Background: an optimization exercise with open tools, aiming at small area. Do not read the settings as production practice. Function was checked by simulation only, so behaviour that the tests miss may differ from the original.

// FullyConnectedLayer
module FullyConnectedLayer #(
    parameter N = 8,              
    parameter M = 4               
) (
    input clk,                    
    input rst_n,                  
    input [N*8-1:0] input_data,      
    input [M*N*8-1:0] weights,       
    input [M*8-1:0] biases,          
    output reg [M*8-1:0] output_data   
);
For scale: roughly 4100 cells after synthesis, roughly 390 I/O pins.
export LEC_CHECK = 0
export CAP_MARGIN = 20
export CORE_MARGIN = 2
export CORE_UTILIZATION = 50
export PLACE_DENSITY = 0.7
export SLEW_MARGIN = 20
export SYNTH_HIERARCHICAL = 1
create_clock -name core_clock -period 12.0 [get_ports {clk}]
standard.sh (not shown) runs the stock make flow with config.mk's settings and CLKGATE_MAP_FILE= SYNTH_SCRIPT=/design/flow/synth_recipe.tcl, a recipe that flattens the netlist after the stock synthesis.
==> flow/flow/run.sh <==
#!/bin/bash
# Own layout flow: the standard flow (standard.sh), with two changes:
#  1. after the standard synthesis, combinational cells that synthesis mapped at a
#     higher drive strength are put back to the smallest drive strength of the
#     same function (the later timing repair sizes up whatever needs it);
#  2. the port buffers that placement adds use the smallest buffer cell.
set -euo pipefail
R=orfs/results/sky130hd/FullyConnectedLayer/base
PORTBUF="BUFFER_PORTS_ARGS=-buffer_cell sky130_fd_sc_hd__buf_1"
bash standard.sh "$PORTBUF" synth > flow_synth.log 2>&1
python3 flow/downsize.py $R/1_2_yosys.v > flow_downsize.log 2>&1
rm -f $R/1_synth.odb $R/1_synth.sdc
bash standard.sh "$PORTBUF" finish > flow_finish.log 2>&1
==> flow/flow/downsize.py <==
"""Rewrite a mapped sky130hd netlist in place: each combinational cell whose type has a
smaller drive strength of the same function (same pins) is changed to the smallest one.
Flip-flops, buffers, inverters, clock cells and tie cells are left alone."""
import re
import sys

path = sys.argv[1]
src = open(path).read()
SMALLEST = {
    'a21boi': '0', 'a21oi': '1', 'a21o': '1', 'a22oi': '1', 'a22o': '1', 'a211oi': '1',
    'a211o': '1', 'a31oi': '1', 'a31o': '1', 'a311oi': '1', 'a311o': '1', 'a41oi': '1',
    'and2': '0', 'and3': '1', 'and4': '1', 'nand2': '1', 'nand3': '1', 'nand4': '1',
    'nand2b': '1', 'nand3b': '1', 'nor2': '1', 'nor3': '1', 'nor4': '1', 'nor2b': '1',
    'nor3b': '1', 'nor4b': '1', 'o21ai': '0', 'o21a': '1', 'o21bai': '1', 'o211ai': '1',
    'o211a': '1', 'o22ai': '1', 'o22a': '1', 'o31ai': '1', 'o31a': '1', 'o311a': '1',
    'o311ai': '0', 'or2': '0', 'or3': '1', 'or4': '1', 'xor2': '1', 'xnor2': '1',
    'xnor3': '1', 'xor3': '1', 'mux2i': '1', 'mux2': '1', 'maj3': '1', 'fa': '1', 'ha': '1',
    'a2111oi': '0', 'a221oi': '1', 'a222oi': '1',
}
count = {}


def repl(m):
    base, size = m.group(1), m.group(2)
    if base in SMALLEST and size != SMALLEST[base]:
        count[m.group(0)] = count.get(m.group(0), 0) + 1
        return 'sky130_fd_sc_hd__%s_%s ' % (base, SMALLEST[base])
    return m.group(0)


out = re.sub(r'\bsky130_fd_sc_hd__([a-z0-9]+)_(\d+) ', repl, src)
open(path, 'w').write(out)
for k, v in sorted(count.items()):
    print(v, k)
Then changed:
- CORE_UTILIZATION: 50 -> 45
- PLACE_DENSITY: 0.7 -> default
Worst setup slack is worse by 43 ps.
Non-clock buffer count is higher by 1.
Final cell count went up slightly.
Via count falls slightly.
Wire length rises by a few percent.
Worst hold slack is worse by 39 ps.
Maximum frequency drops slightly.
Then changed:
- PLACE_DENSITY: default -> 0.7
Effect: The changed run produced a clean layout; first-iteration DRC count rises by roughly a tenth; routed wire length rises by a few percent; cell area is about the same; via count rises by a few percent; setup slack is better by 40 ps.

========
## lane 1
Starting RTL as in the previous note.
export LEC_CHECK = 0
export CAP_MARGIN = 20
export CORE_MARGIN = 2
export CORE_UTILIZATION = 55
export SLEW_MARGIN = 20
export SYNTH_HIERARCHICAL = 1
create_clock -name core_clock -period 12.0 [get_ports {clk}]
Scripts as last shown in full above: flow/flow/run.sh, flow/flow/downsize.py
No stage failed in lane 1, and the final checks on the layout all came back clean.
Edits applied to the flow inputs when going from lane 1 to lane 2:
Settings: changing CORE_UTILIZATION from 55 to 50.
--- outcome ---
Summary: with lane 1 as the reference, routed length on met3 in lane 2 moved down by a few percent. Compared with lane 1, in lane 2 worst setup slack went up; sum of routed wire length over all layers went up. In the flow results for lane 2 and lane 1, the worst hold slack is smaller on lane 2. Portion of the clock cycle consumed by the worst path in the final layout came out lower on lane 2 than on lane 1. When lane 2 is set beside lane 1, its first-pass GRT wire length turns out to be 2.3% larger. The top achievable clock speed reported for lane 2 is greater than that of lane 1 by 2.1%.

## afterwards: timing with drivers on the ports
The flow's constraints put no driver on any port. The routed layouts listed below were extracted and timed again, unchanged, in two steps. Step 1 assumes that a clkbuf_16 drives the clock port and a buf_2 every other input. Step 2 times the ports against the registers' clock, not the clock port: input delays grow and output delays shrink by t, the midpoint of the rising clock arrivals with the driver on. a / b / c = ideal / step 1 / step 2; a / b = the first two.
run | shift t [ns] | slack for setup (ns) | hold slack, ns | worst setup path after step 2 | worst data-port slew with drivers (ns)
the first run of note 1 | 0.412 | 0.465 / 0.501 / 0.089 | 2.189 / 2.144 / 2.556 | input to register | 0.19
the second run of note 1 | 0.442 | 0.422 / 0.472 / 0.030 | 2.149 / 2.101 / 2.543 | input to register | 0.19
the third run of note 1 | 0.415 | 0.462 / 0.508 / 0.093 | 2.009 / 1.962 / 2.377 | input to register | 0.22
lane 1 | 0.422 | 0.291 / 0.321 / -0.101 | 2.195 / 2.143 / 2.565 | input to register | 0.13
lane 2 | 0.436 | 0.533 / 0.586 / 0.150 | 2.160 / 2.108 / 2.545 | input to register | 0.20
With both steps, setup timing fails in lane 1, where it was met with ideal ports.
